Source: an optimization exercise on an open RTL-to-GDS flow (aim: small area and a short achievable clock period). Production flows keep margins and buffers that such runs may drop.
Function was checked by simulation only, so behaviour that the tests miss may differ from the original.
Power and IR drop assume default switching activity.

==> inputs of 01-27 <==
Design PipeLineCPU, start of the top module:
module PipeLineCPU(
    input clk,
    input rst,
    output wire [31:0] pc,
    input  wire [31:0] inst,
    output wire [7:0]  dmem_addr,
    output wire [31:0] dmem_wdata,
    output wire        dmem_we,
    input  wire [31:0] dmem_rdata,
    output wire [7:0]  io_addr,
    output wire [31:0] io_dout,
    output wire        io_we,
    input  wire [31:0] io_din
);
export LEC_CHECK = 0
export CAP_MARGIN = 20
export CORE_MARGIN = 2
export CORE_UTILIZATION = 45
export CTS_BUF_LIST = sky130_fd_sc_hd__clkbuf_16
export CTS_CLUSTER_DIAMETER = 72
export CTS_CLUSTER_SIZE = 28
export GPL_ROUTABILITY_DRIVEN = 1
export PLACE_DENSITY = 0.55
export SETUP_SLACK_MARGIN = 5
export SLEW_MARGIN = 20
create_clock -name core_clock -period 10.0 [get_ports {clk}]
run.sh (not shown) runs the stock make flow with config.mk's settings and CLKGATE_MAP_FILE= SYNTH_SCRIPT=/design/flow/synth_recipe.tcl, a recipe that flattens the netlist after the stock synthesis.
==> 10-20: changes against 01-27 <==
CORE_UTILIZATION = 40   (was 45)
CTS_BUF_LIST = unset   (was sky130_fd_sc_hd__clkbuf_16)
CTS_CLUSTER_DIAMETER = unset   (was 72)
CTS_CLUSTER_SIZE = unset   (was 28)
PLACE_DENSITY = 0.5   (was 0.55)
==> 08-12: changes against 01-27 <==
CORE_UTILIZATION = 40   (was 45)
CTS_CLUSTER_DIAMETER = 60   (was 72)
CTS_CLUSTER_SIZE = 24   (was 28)
PLACE_DENSITY = 0.5   (was 0.55)
==> 11-07: changes against 01-27 <==
CORE_UTILIZATION = 40   (was 45)
PLACE_DENSITY = 0.5   (was 0.55)
==> key figures <==
Run status
  • Run status: no timing/DRC/antenna violations

Power
  • Reg power frac: 29.4%
  • Total power after layout: 49,300 uW

Clock tree
  • Buffers inserted by post-CTS timing repair: 199

Final layout
  • Highest-count cells in the layout ignoring fill and taps: 1,920 x sky130_fd_sc_hd__edfxtp_1, 924 x sky130_fd_sc_hd__a22oi_1, 660 x sky130_fd_sc_hd__nand2_1

Critical path
  • Slowest cell on the critical path: sky130_fd_sc_hd__dfrtp_4

STA
  • Post-layout worst setup margin: 4890 ps

Routing
  • Total Routed Length: 748,000 um
That was 11-07.
==> key figures <==
Run status
  • Run status: no timing/DRC/antenna violations

Critical path
  • Slowest cell on the critical path: sky130_fd_sc_hd__a21oi_1
  • Biggest fanout along the worst timing path: 38

STA
  • Post-layout worst setup margin: 4670 ps

Synthesis
  • Number of synthesized register bits: 2,622

Final layout
  • Highest-count cells in the layout ignoring fill and taps: 1,920 x sky130_fd_sc_hd__edfxtp_1, 919 x sky130_fd_sc_hd__a22oi_1, 660 x sky130_fd_sc_hd__nand2_1

Power
  • Reg power frac: 29.8%
  • Total power after layout: 48,700 uW

Clock tree
  • Buffers inserted by post-CTS timing repair: 232
That was 01-27.
==> key figures <==
Final layout
  • Highest-count cells in the layout ignoring fill and taps: 1,920 x sky130_fd_sc_hd__edfxtp_1, 915 x sky130_fd_sc_hd__a22oi_1, 661 x sky130_fd_sc_hd__nand2_1

Power
  • Reg power frac: 27.3%
  • Total power after layout: 53,200 uW
  • Comb power: 27,000 uW

Routing
  • Violation count after the first detailed-routing iteration: 25,300
  • Total Routed Length: 751,000 um

Critical path
  • Slowest cell on the critical path: sky130_fd_sc_hd__dfrtp_4

Synthesis
  • Sequential cell area fraction in the yosys report: 54.1%

Run status
  • Run status: no timing/DRC/antenna violations

Clock tree
  • Buffers inserted by post-CTS timing repair: 149

STA
  • Post-layout worst setup margin: 4840 ps
That was 10-20.
==> key figures <==
Routing
  • Violation count after the first detailed-routing iteration: 25,200
  • Iteration count of the initial detailed-routing pass: 13

Final layout
  • Non-clock buffer instance count of the final layout: 882
  • Highest-count cells in the layout ignoring fill and taps: 1,920 x sky130_fd_sc_hd__edfxtp_1, 918 x sky130_fd_sc_hd__a22oi_1, 663 x sky130_fd_sc_hd__nand2_1

STA
  • Post-layout worst setup margin: 4940 ps

Critical path
  • Slowest cell on the critical path: sky130_fd_sc_hd__dfrtp_4

Clock tree
  • Buffers inserted by post-CTS timing repair: 195
  • Post-CTS Resized: 410
  • Source-to-sink clock delay at the later pin of the worst-skew pair: 1040 ps

Power
  • Reg power frac: 28.3%
  • Total power after layout: 51,100 uW
  • Power attributed to the clock group: 10,100 uW

Run status
  • Run status: no timing/DRC/antenna violations
That was 08-12.

-- port drivers added, routing unchanged --
How much do the figures lean on ideal ports? The routed layouts below were timed once more, with nothing changed but the port constraints.
Step 1 sets driving cells, clkbuf_16 on the clock port and buf_2 on the other inputs (assumed; they add their load-dependent delay and slew).
Step 2, shift: input delay + t, output delay - t, t = (earliest + latest rising clock arrival at the registers) / 2. This alone moves slack from input paths to output paths.
Three values: ideal ports, drivers, drivers and shift; two values: the first two.
run | t, ns | slack for setup (ns) | worst setup path at the end | cell pins on the clock port's net
01-27 | 1.034 | 4.667 / 4.667 / 4.667 | register to register | 1
10-20 | 1.045 | 4.839 / 4.839 / 4.837 | input to register | 1
08-12 | 1.079 | 4.935 / 4.935 / 4.875 | input to register | 1
11-07 | 1.028 | 4.890 / 4.890 / 4.890 | register to register | 1
After both steps setup and hold are still met in every run listed. The setup slack of 08-12, which loses most, moves by 0.000 ns with the drivers and by -0.060 ns with both steps.
